What follows belongs to an exercise in optimizing a design on an open flow for small area and a short achievable clock period; a production flow would make more cautious choices.
Where RTL was checked, it was by simulation tests only, not by an equivalence proof against the original.
For run 2, only the layout was checked, not whether the RTL still works.
No activity file was given, so power comes from the tool's default toggle rates.

==> flow/design.v, too long to show whole: its modules and the start of the top module <==
// module Top_Module: 1109 lines
// module fa: 4 lines
// module ha: 4 lines
module Top_Module(
    input clk,
    input wire [31:0] Num1,
    input wire [31:0] Num2,
    output reg [31:0] out
);
  // ...
==> flow/flow/run.sh <==
#!/bin/bash
# Standard layout (the standard.sh) with two changes to how it is made:
# port buffers use buf_2 instead of the default delay-cell choice, and timing
# repair aims for a setup slack of 7.7 ns instead of 0. The clock period and
# all constraints are unchanged. Full tool output goes to standard.log.
bash standard.sh SETUP_SLACK_MARGIN=7.7 "BUFFER_PORTS_ARGS=-buffer_cell sky130_fd_sc_hd__buf_2" finish > standard.log 2>&1
==> flow/standard.sh <==
#!/bin/bash
# synth_recipe.tcl (not shown) runs the flow's synth.tcl, then flattens the netlist and writes it again
# the make line also repeats each setting of config.mk as NAME=value (left out here)
make -C /OpenROAD-flow-scripts/flow DESIGN_CONFIG=/design/flow/config.mk WORK_HOME=/design/flow/orfs CLKGATE_MAP_FILE= SYNTH_SCRIPT=/design/flow/synth_recipe.tcl "${@:-finish}"
==> flow/config.mk <==
export PLATFORM = sky130hd
export DESIGN_NAME = Top_Module
export DESIGN_NICKNAME = Top_Module
export VERILOG_FILES = /design/flow/design.v
export SDC_FILE = /design/flow/constraint.sdc
export NUM_CORES = 4
export LEC_CHECK = 0
export CAP_MARGIN = 20
export CORE_MARGIN = 2
export CORE_UTILIZATION = 40
export SLEW_MARGIN = 20
export SYNTH_HIERARCHICAL = 1
export SYNTH_MINIMUM_KEEP_SIZE = 0
==> flow/constraint.sdc <==
create_clock -name core_clock -period 11.0 [get_ports {clk}]
set_input_delay 2.2000 -clock core_clock [delete_from_list [all_inputs] [get_ports {clk}]]
set_output_delay 2.2000 -clock core_clock [all_outputs]
set_load 0.01 [all_outputs]
==> key figures, run 1 <==
Power and ir drop
  – Overall power: between 8 and 9 mW
  – Top power group: combinational logic

Final layout
  – Reg area: 5340 um^2
  – Final instance area: ~24000 um^2
  – Ant diodes: 1
  – Non-CTS buffers: 182
  – Layout area overhead: 14.6%
  – Util after Layout: between 40% and 50%

Logic synthesis
  – Top-area cell type share of the netlist area: 25.5%
  – Synth Area in XOR/XNOR: about 15%
  – Synth warnings: 7
  – Post-synthesis register bit count: 264
  – Mux contribution to synthesized area: less than 1%
  – Cells after Synth: between 2000 and 2500
  – Sequential area share after synthesis: around 25%

Route
  – DRC: 0
  – Via density per instance: between 5 and 6
  – First drt pass iteration count: 8

Placed design
  – Placed cells: roughly 2700
  – Detail Placement HPWL: ~40000 um

Timing
  – RSZ-0062 raised after global routing: true
  – Final worst slack: around 7.6 ns

Status
  – Status: complete, no violations

Global route
  – Global-route wire length before repair: around 95000 um

Setup path
  – Worst path max stage delay: roughly 0.48 ns
  – Critical path depth: 14
  – Worst Path Arrival: roughly 3.8 ns
  – R2R cell count: 14

CTS
  – CTS root buffer: clkbuf_16
  – TritonCTS Buffers: 30
  – # clock sinks: between 200 and 300

Die
  – I/O pin count: 97
  – Die X-Extent: between 200 and 250 um
==> run 2, diff against run 1 <==
--- a/flow/design.v
+++ b/flow/design.v
@@ -1053,19 +1053,183 @@
     wire mh18_s, mh18_c;
     ha u_mh18 (.a(q40_0), .b(q40_1), .s(mh18_s), .co(mh18_c));
     wire mf277_s, mf277_c;
     fa u_mf277 (.a(q42_0), .b(q42_1), .c(q42_2), .s(mf277_s), .co(mf277_c));
     wire mf278_s, mf278_c;
     fa u_mf278 (.a(q44_0), .b(q44_1), .c(q44_2), .s(mf278_s), .co(mf278_c));
     wire mh19_s, mh19_c;
     ha u_mh19 (.a(q45_0), .b(q45_1), .s(mh19_s), .co(mh19_c));
-    wire [39:0] u0 = {q47_0, q46_0, mh19_s, mf278_s, q43_0, mf277_s, q41_0, mh18_s, mh17_c, mh17_s, mh16_c, mh16_s, mh15_c, mh15_s, mh14_c, mh14_s, mh13_c, mh13_s, mh12_c, mh12_s, mf265_s, mf263_s, mh11_s, mf260_s, mf258_s, mh10_s, mf255_s, mh9_s, mf252_s, mf250_s, mh8_s, mf249_s, mh7_s, mf248_s, mh6_s, mf247_s, mh5_s, mf246_s, mh4_s, lc2};
-    wire [39:0] u1 = {q47_1, mh19_c, mf278_c, 1'b0, mf277_c, 1'b0, mh18_c, mf276_c, mf276_s, mf275_c, mf275_s, mf274_c, mf274_s, mf273_c, mf273_s, mf271_c, mf271_s, mf268_c, mf268_s, mf265_c, mf263_c, 1'b0, mf260_c, mf258_c, 1'b0, mf255_c, 1'b0, mf252_c, 1'b0, 1'b0, mf249_c, 1'b0, mf248_c, 1'b0, mf247_c, 1'b0, mf246_c, 1'b0, mf245_c, mf245_s};
-    wire [39:0] ph = u0 + u1;       
+    wire [39:0] u0 = {q47_0, q46_0, mh19_s, mf278_s, q43_0, mf277_s, q41_0, mh18_s, mh17_c, mh17_s, mh16_c, mh16_s, mh15_c, mh15_s, mh14_c, mh14_s, mh13_c, mh13_s, mh12_c, mh12_s, mf265_s, mf263_s, mh11_s, mf260_s, mf258_s, mh10_s, mf255_s, mh9_s, mf252_s, mf250_s, mh8_s, mf249_s, mh7_s, mf248_s, mh6_s, mf247_s, mh5_s, mf246_s, mh4_s, mf245_s};
+    wire [39:0] u1 = {q47_1, mh19_c, mf278_c, 1'b0, mf277_c, 1'b0, mh18_c, mf276_c, mf276_s, mf275_c, mf275_s, mf274_c, mf274_s, mf273_c, mf273_s, mf271_c, mf271_s, mf268_c, mf268_s, mf265_c, mf263_c, 1'b0, mf260_c, mf258_c, 1'b0, mf255_c, 1'b0, mf252_c, 1'b0, 1'b0, mf249_c, 1'b0, mf248_c, 1'b0, mf247_c, 1'b0, mf246_c, 1'b0, mf245_c, 1'b0};
+    wire [39:0] cp = u0 ^ u1;
+    wire [39:0] cg = u0 & u1;
+    wire kc0 = cg[0] | (cp[0] & lc2);
+    wire kg1 = cg[1] | (cp[1] & kc0);
+    wire kg2 = cg[3] | (cp[3] & cg[2]);
+    wire kp2 = cp[3] & cp[2];
+    wire kg3 = cg[5] | (cp[5] & cg[4]);
+    wire kp3 = cp[5] & cp[4];
+    wire kg4 = cg[7] | (cp[7] & cg[6]);
+    wire kp4 = cp[7] & cp[6];
+    wire kg5 = cg[9] | (cp[9] & cg[8]);
+    wire kp5 = cp[9] & cp[8];
+    wire kg6 = cg[11] | (cp[11] & cg[10]);
+    wire kp6 = cp[11] & cp[10];
+    wire kg7 = cg[13] | (cp[13] & cg[12]);
+    wire kp7 = cp[13] & cp[12];
+    wire kg8 = cg[15] | (cp[15] & cg[14]);
+    wire kp8 = cp[15] & cp[14];
+    wire kg9 = cg[17] | (cp[17] & cg[16]);
+    wire kp9 = cp[17] & cp[16];
+    wire kg10 = cg[19] | (cp[19] & cg[18]);
+    wire kp10 = cp[19] & cp[18];
+    wire kg11 = cg[21] | (cp[21] & cg[20]);
+    wire kp11 = cp[21] & cp[20];
+    wire kg12 = cg[23] | (cp[23] & cg[22]);
+    wire kp12 = cp[23] & cp[22];
+    wire kg13 = cg[25] | (cp[25] & cg[24]);
+    wire kp13 = cp[25] & cp[24];
+    wire kg14 = cg[27] | (cp[27] & cg[26]);
+    wire kp14 = cp[27] & cp[26];
+    wire kg15 = cg[29] | (cp[29] & cg[28]);
+    wire kp15 = cp[29] & cp[28];
+    wire kg16 = cg[31] | (cp[31] & cg[30]);
+    wire kp16 = cp[31] & cp[30];
+    wire kg17 = cg[33] | (cp[33] & cg[32]);
+    wire kp17 = cp[33] & cp[32];
+    wire kg18 = cg[35] | (cp[35] & cg[34]);
+    wire kp18 = cp[35] & cp[34];
+    wire kg19 = cg[37] | (cp[37] & cg[36]);
+    wire kp19 = cp[37] & cp[36];
+    wire kg20 = cg[39] | (cp[39] & cg[38]);
+    wire kp20 = cp[39] & cp[38];
+    wire kg21 = cg[2] | (cp[2] & kg1);
+    wire kg22 = kg2 | (kp2 & kg1);
+    wire kg23 = cg[6] | (cp[6] & kg3);
+    wire kp23 = cp[6] & kp3;
+    wire kg24 = kg4 | (kp4 & kg3);
+    wire kp24 = kp4 & kp3;
+    wire kg25 = cg[10] | (cp[10] & kg5);
+    wire kp25 = cp[10] & kp5;
+    wire kg26 = kg6 | (kp6 & kg5);
+    wire kp26 = kp6 & kp5;
+    wire kg27 = cg[14] | (cp[14] & kg7);
+    wire kp27 = cp[14] & kp7;
+    wire kg28 = kg8 | (kp8 & kg7);
+    wire kp28 = kp8 & kp7;
+    wire kg29 = cg[18] | (cp[18] & kg9);
+    wire kp29 = cp[18] & kp9;
+    wire kg30 = kg10 | (kp10 & kg9);
+    wire kp30 = kp10 & kp9;
+    wire kg31 = cg[22] | (cp[22] & kg11);
+    wire kp31 = cp[22] & kp11;
+    wire kg32 = kg12 | (kp12 & kg11);
+    wire kp32 = kp12 & kp11;
+    wire kg33 = cg[26] | (cp[26] & kg13);
+    wire kp33 = cp[26] & kp13;
+    wire kg34 = kg14 | (kp14 & kg13);
+    wire kp34 = kp14 & kp13;
+    wire kg35 = cg[30] | (cp[30] & kg15);
+    wire kp35 = cp[30] & kp15;
+    wire kg36 = kg16 | (kp16 & kg15);
+    wire kp36 = kp16 & kp15;
+    wire kg37 = cg[34] | (cp[34] & kg17);
+    wire kp37 = cp[34] & kp17;
+    wire kg38 = kg18 | (kp18 & kg17);
+    wire kp38 = kp18 & kp17;
+    wire kg39 = cg[38] | (cp[38] & kg19);
+    wire kp39 = cp[38] & kp19;
+    wire kg40 = kg20 | (kp20 & kg19);
+    wire kp40 = kp20 & kp19;
+    wire kg41 = cg[4] | (cp[4] & kg22);
+    wire kg42 = kg3 | (kp3 & kg22);
+    wire kg43 = kg23 | (kp23 & kg22);
+    wire kg44 = kg24 | (kp24 & kg22);
+    wire kg45 = cg[12] | (cp[12] & kg26);
+    wire kp45 = cp[12] & kp26;
+    wire kg46 = kg7 | (kp7 & kg26);
+    wire kp46 = kp7 & kp26;
+    wire kg47 = kg27 | (kp27 & kg26);
+    wire kp47 = kp27 & kp26;
+    wire kg48 = kg28 | (kp28 & kg26);
+    wire kp48 = kp28 & kp26;
+    wire kg49 = cg[20] | (cp[20] & kg30);
+    wire kp49 = cp[20] & kp30;
+    wire kg50 = kg11 | (kp11 & kg30);
+    wire kp50 = kp11 & kp30;
+    wire kg51 = kg31 | (kp31 & kg30);
+    wire kp51 = kp31 & kp30;
+    wire kg52 = kg32 | (kp32 & kg30);
+    wire kp52 = kp32 & kp30;
+    wire kg53 = cg[28] | (cp[28] & kg34);
+    wire kp53 = cp[28] & kp34;
+    wire kg54 = kg15 | (kp15 & kg34);
+    wire kp54 = kp15 & kp34;
+    wire kg55 = kg35 | (kp35 & kg34);
+    wire kp55 = kp35 & kp34;
+    wire kg56 = kg36 | (kp36 & kg34);
+    wire kp56 = kp36 & kp34;
+    wire kg57 = cg[36] | (cp[36] & kg38);
+    wire kp57 = cp[36] & kp38;
+    wire kg58 = kg19 | (kp19 & kg38);
+    wire kp58 = kp19 & kp38;
+    wire kg59 = kg39 | (kp39 & kg38);
+    wire kp59 = kp39 & kp38;
+    wire kg60 = kg40 | (kp40 & kg38);
+    wire kp60 = kp40 & kp38;
+    wire kg61 = cg[8] | (cp[8] & kg44);
+    wire kg62 = kg5 | (kp5 & kg44);
+    wire kg63 = kg25 | (kp25 & kg44);
+    wire kg64 = kg26 | (kp26 & kg44);
+    wire kg65 = kg45 | (kp45 & kg44);
+    wire kg66 = kg46 | (kp46 & kg44);
+    wire kg67 = kg47 | (kp47 & kg44);
+    wire kg68 = kg48 | (kp48 & kg44);
+    wire kg69 = cg[24] | (cp[24] & kg52);
+    wire kp69 = cp[24] & kp52;
+    wire kg70 = kg13 | (kp13 & kg52);
+    wire kp70 = kp13 & kp52;
+    wire kg71 = kg33 | (kp33 & kg52);
+    wire kp71 = kp33 & kp52;
+    wire kg72 = kg34 | (kp34 & kg52);
+    wire kp72 = kp34 & kp52;
+    wire kg73 = kg53 | (kp53 & kg52);
+    wire kp73 = kp53 & kp52;
+    wire kg74 = kg54 | (kp54 & kg52);
+    wire kp74 = kp54 & kp52;
+    wire kg75 = kg55 | (kp55 & kg52);
+    wire kp75 = kp55 & kp52;
+    wire kg76 = kg56 | (kp56 & kg52);
+    wire kp76 = kp56 & kp52;
+    wire kg77 = cg[16] | (cp[16] & kg68);
+    wire kg78 = kg9 | (kp9 & kg68);
+    wire kg79 = kg29 | (kp29 & kg68);
+    wire kg80 = kg30 | (kp30 & kg68);
+    wire kg81 = kg49 | (kp49 & kg68);
+    wire kg82 = kg50 | (kp50 & kg68);
+    wire kg83 = kg51 | (kp51 & kg68);
+    wire kg84 = kg52 | (kp52 & kg68);
+    wire kg85 = kg69 | (kp69 & kg68);
+    wire kg86 = kg70 | (kp70 & kg68);
+    wire kg87 = kg71 | (kp71 & kg68);
+    wire kg88 = kg72 | (kp72 & kg68);
+    wire kg89 = kg73 | (kp73 & kg68);
+    wire kg90 = kg74 | (kp74 & kg68);
+    wire kg91 = kg75 | (kp75 & kg68);
+    wire kg92 = kg76 | (kp76 & kg68);
+    wire kg93 = cg[32] | (cp[32] & kg92);
+    wire kg94 = kg17 | (kp17 & kg92);
+    wire kg95 = kg37 | (kp37 & kg92);
+    wire kg96 = kg38 | (kp38 & kg92);
+    wire kg97 = kg57 | (kp57 & kg92);
+    wire kg98 = kg58 | (kp58 & kg92);
+    wire kg99 = kg59 | (kp59 & kg92);
+    wire kg100 = kg60 | (kp60 & kg92);
+    wire [39:0] ph = cp ^ {kg99, kg98, kg97, kg96, kg95, kg94, kg93, kg92, kg91, kg90, kg89, kg88, kg87, kg86, kg85, kg84, kg83, kg82, kg81, kg80, kg79, kg78, kg77, kg68, kg67, kg66, kg65, kg64, kg63, kg62, kg61, kg44, kg43, kg42, kg41, kg22, kg21, kg1, kc0, lc2};
     reg [25:0] p3;
     reg        st3, s3, n3;
     reg [9:0]  x3;
     always @(posedge clk) begin
         p3  <= ph[39:14];
         st3 <= (|ph[13:0]) | ls2;
         s3  <= s2;
         n3  <= n2;
==> flow/flow/run.sh (replaced) <==
#!/bin/bash
# Standard layout (the standard.sh) with two changes to how it is made:
# port buffers use buf_2 instead of the default delay-cell choice, and timing
# repair aims for a setup slack of 7.8 ns instead of 0. The clock period and
# all constraints are unchanged. Full tool output goes to standard.log.
bash standard.sh SETUP_SLACK_MARGIN=7.8 "BUFFER_PORTS_ARGS=-buffer_cell sky130_fd_sc_hd__buf_2" finish > standard.log 2>&1
==> flow/config.mk (replaced) <==
export PLATFORM = sky130hd
export DESIGN_NAME = Top_Module
export DESIGN_NICKNAME = Top_Module
export VERILOG_FILES = /design/flow/design.v
export SDC_FILE = /design/flow/constraint.sdc
export NUM_CORES = 4
export LEC_CHECK = 0
export CAP_MARGIN = 20
export CORE_MARGIN = 2
export CORE_UTILIZATION = 55
export CTS_CLUSTER_DIAMETER = 120
export CTS_CLUSTER_SIZE = 30
export SLEW_MARGIN = 20
export SYNTH_HIERARCHICAL = 1
export SYNTH_MINIMUM_KEEP_SIZE = 0
==> key figures, run 2 <==
Setup path
  – Crit path cell chain: fa_1 > fa_2 > ha_4 > nand4_1 > nor4_4 > a31oi_4 > a21oi_4 > o21ai_2 > nand2_2 > a21oi_4 > o21ai_2 > fa_2 (was fa_1 > ha_2 > fa_2 > ha_4 > nand3_4 > nor4_4 > a32oi_1 > nand3_1 > and3_4 > buf_4 > buf_6 > a41oi_4 > a21oi_2 > xor2_1)
  – CP endpoint kind: flip-flop (unchanged)
  – Worst path max stage delay: 0.56 ns (was 0.48 ns)
  – Setup CP Type: reg -> reg (unchanged)
  – CP Launch Point: q27_0 (was q25_2)
  – Req. time, crit path: 11.41 ns (was 11.49 ns)
  – Crit path launch type: flip-flop (unchanged)
  – CP max FO: 2 (was 5)
  – CP max-delay cell: fa_1 (unchanged)
  – RR Startpoint: q27_0 (was q25_2)
  – Worst Path Arrival: 3.95 ns (was 3.84 ns)

Route
  – DRC: 0 (unchanged)
  – ANT nets after route: 0 (unchanged)
  – First drt pass iteration count: 6 (was 8)
  – WL final: 63700 um (was 61700 um)
  – Iter 0 DRT Violations: 1521 (was 1485)
  – Routed len/inst: 25.2 um (was 22.0 um)
  – Via density per instance: 6.27 (was 5.76)
  – Via count: 15900 (was 16100)

Die
  – I/O pin count: 97 (unchanged)
  – FP Rows: 71 (was 84)
  – Die area: 39200 um^2 (was 54500 um^2)
  – CORE AREA: 37300 um^2 (was 52300 um^2)
  – Die X-Extent: 198 um (was 233 um)
  – Initial Utilization: 55.4% (was 40.2%)
  – Die height: 198 um (was 233 um)

Final layout
  – Reg area: 5350 um^2 (was 5340 um^2)
  – Largest regs: out (32), p3 (26), ma (23) (unchanged)
  – Area of the multi-input gates: 15200 um^2 (was 15300 um^2)
  – Fillers: 2971 (was 4894)
  – Final non-filler cell total: 2529 (was 2802)
  – Final instance area: 24300 um^2 (was 24100 um^2)
  – Most frequent cells in the layout: 299 x xnor2_1, 255 x fa_1, 254 x a22oi_1 (was 314 x xnor2_1, 265 x fa_1, 264 x a22oi_1)
  – NumNets Final: 2477 (was 2514)
  – Commonest non-fill, non-tap cell in the layout: xnor2_1 (unchanged)
  – Ratio of cells with drive above 1 in the final layout: 21.3% (was 15.8%)
  – Reg with most FFs: out (unchanged)
  – Layout area overhead: 17.7% (was 14.6%)
  – Number of flip-flops under the largest register name: 32 (unchanged)
  – Ant diodes: 0 (was 1)

Timing
  – Fin. Hold Viols: 0 (unchanged)
  – Min Tclk post-route: 3.54 ns (was 3.35 ns)
  – Fin. max-slew vios: 0 (unchanged)
  – Setup TNS: 0 ns (unchanged)
  – Headroom to the max-slew limit: 48.1% (was 43.9%)
  – Tcrit/Tclk final: 32.2% (was 30.5%)
  – Final setup fails: 0 (unchanged)
  – RSZ-0062 raised after global routing: true (unchanged)
  – Peak Freq: 0.282 GHz (was 0.298 GHz)
  – Worst-Margin Slew: 0.773 ns (was 0.835 ns)
  – Clock Skews: 0.0465 ns (was 0.0119 ns)

CTS
  – Clk Latency, worst-skew pair: 0.53 ns (was 0.58 ns)
  – TritonCTS Buffers: 14 (was 30)
  – Htree depth: 1 (unchanged)
  – Clk slew on worst S/H paths: 0.12 ns (was 0.06 ns)
  – Clock tree buffer depth: 3 (unchanged)
  – CTS tree: yes (unchanged)
  – Hold-fix buffers, CTS: 0 (unchanged)
  – # clock sinks: 264 (unchanged)
  – CTS root buffer: clkbuf_16 (unchanged)

Logic synthesis
  – Leading post-synthesis cells by instance count: 307 x xnor2_1, 270 x fa_1, 265 x a22oi_1 (was 315 x xnor2_1, 268 x fa_1, 266 x a22oi_1)
  – Area leader, netlist: fa_1 (unchanged)
  – Mapped Avg Cell Area: 10.6 um^2 (was 10.3 um^2)
  – Cells after Synth: 1958 (was 2040)
  – Top FF cell, synth: dfxtp_1 (unchanged)
  – Top-area cell type share of the netlist area: 26.1% (was 25.5%)
  – Ys async rst share: 0% (unchanged)
  – Sequential area share after synthesis: 25.6% (was 25.1%)
  – Synth warnings: 7 (unchanged)
  – Post-synthesis register bit count: 264 (unchanged)
  – Most numerous cell in the Yosys netlist: xnor2_1 (unchanged)
  – Distinct cells, synth: 70 (was 75)
  – EDFF count, synth: 0 (unchanged)
  – Post-Syn Area: 20700 um^2 (was 21100 um^2)
  – Synth top area cells: fa_1 26%, dfxtp_1 26%, xnor2_1 13% (was fa_1 25%, dfxtp_1 25%, xnor2_1 13%)
  – Mapped Nets: 2384 (was 2462)

Power and ir drop
  – Max VDD drop: 250 uV (was 194 uV)
  – PwrDens: 323 nW/um^2 (was 340 nW/um^2)
  – Lkg Pwr: 9.50 nW (was 9.37 nW)

Placed design
  – Port Buffers: 96 (unchanged)
  – Detail Placement HPWL: 38000 um (was 39800 um)
  – Placed cells: 2427 (was 2709)
  – Placed cell areas: 21700 um^2 (was 22200 um^2)
  – GPL Wtd Cong: 0.851 (was 0.868)

Global route
  – Largest net degree at the start of global routing: 31 (was 28)
  – Aggregate global-route resource usage: 33.0% (was 22.5%)
  – Global-route wire length before repair: 97700 um (was 95000 um)
  – Initial antenna violation count: 2 (was 4)
  – Remaining Overflow, GRT: 0 (unchanged)
  – Vias in the first global route: 16800 (was 17000)

Worst hold path
  – Hold Path Class: reg -> reg (unchanged)
  – Hold path startpoint: x2[7] (was x2[4])

Status
  – Status: complete, no violations (unchanged)

Job
  – Max_cap viols: 0 (unchanged)
-- run 2: logic make-up (layout without fill, tap and decap cells) --
kind of cell | after synthesis | count (layout) | share of synthesized area [%]
compound gates | 445 | 446 | 15.2
fa+ha+maj | 361 | 361 | 31.7
xor+xnor | 347 | 347 | 14.7
simple gates | 289 | 289 | 7.61
flops | 264 | 264 | 25.6
buf+inv | 234 | 330 | 4.41
mux | 17 | 17 | 0.871
other cells | 1 | 1 | 0.0181
-- run 2: repair_timing --
item	in CTS	in global routing
gates cloned	14	2
gates resized for setup	157	134
buffers inserted	45	21
endpoints found under the setup margin	99	83
pin swaps	44	70
-- run 2: layer usage --
metal	up-vias	global-route usage (%)	part of all wire, %
met1	7791	41.9	39
met5	-	0	0.039
met4	4	13.5	4.3
li1	6912	-	-
met2	925	54.6	46
met3	227	7.32	9.9
-- run 2: path summary, 6_finish.rpt --
path | end | slack (ns) | cells past startpoint
hold reg to reg | x3[7] | 0.33 | 0
setup reg to reg | p3[18] | 7.46 | 12
setup / recovery | p3[18] | 7.46 | 12
hold / removal | x3[7] | 0.33 | 0
-- run 2: power by group --
part           switching [mW]  internal (mW)
Combinational            2.91           2.69
Sequential              0.241           1.38
Clock                   0.343          0.285
-- run 2: metrics by stage --
stage / hold slack (ns) / worst slack [ns] / utilization [%] / total power [mW]
5_1_grt: 0.340 / 7.38 / 65.2 / 8.52
4_1_cts: 0.334 / 7.41 / 63.1 / 7.37
3_3_place_gp: 0.312 / 6.30 / 58.0 / 6.02
6_report: 0.330 / 7.46 / 65.2 / 7.85
2_1_floorplan: 0.310 / 7.74 / - / 4.83
3_5_place_dp: 0.313 / 6.17 / 58.0 / 6.11
-- run 2: worst max-delay path: cells and delay by family (launching register included) --
kind | cells | cell delay, ns
AOI/OAI and AO/OA | 5 | 0.65
adders and majority gates | 4 | 1.79
DFF | 1 | 0.34
and+or+nand+nor | 3 | 0.63
-- run 2: cell type report --
class / instances / share of cell area (%)
Tap cell: 474 / 2.44
Inverter: 75 / 1.16
Clock buffer: 15 / 1.54
Sequential cell: 264 / 22.0
Multi-Input combinational cell: 1461 / 62.5
Timing Repair Buffer: 235 / 9.95
Clock inverter: 5 / 0.411
-- run 2: modules after synthesis (local to each module, per instance) --
| module | cells | copies in the design |
|---|---|---|
| Top_Module | 1672 | 1 |
| fa | 1 | 266 |
| ha | 1 | 20 |

[what the ideal ports hide]
Ports are ideal in the flow. The routed layouts listed here were re-timed in OpenROAD. Step 1, drivers: a clkbuf_16 drives clk and a buf_2 each remaining input, both assumed. Step 2 also shifts input and output timing later by t, the mid clock arrival at the registers, as if the neighbouring blocks saw the same clock. Slacks: ideal ports / drivers / drivers and shift; pairs: ideal ports / drivers.
run | shift t [ns] | setup WS [ns] | worst setup path at the end | worst data-port slew with drivers (ns) | pins driven straight from the clock port
run 1 | 0.633 | 7.649 / 7.649 / 7.474 | input to register | 0.04 | 1
run 2 | 0.565 | 7.459 / 7.459 / 7.457 | input to register | 0.05 | 1
After both steps setup and hold are still met in every run listed. The setup slack of run 1, which loses most, moves by 0.000 ns with the drivers and by -0.175 ns with both steps.
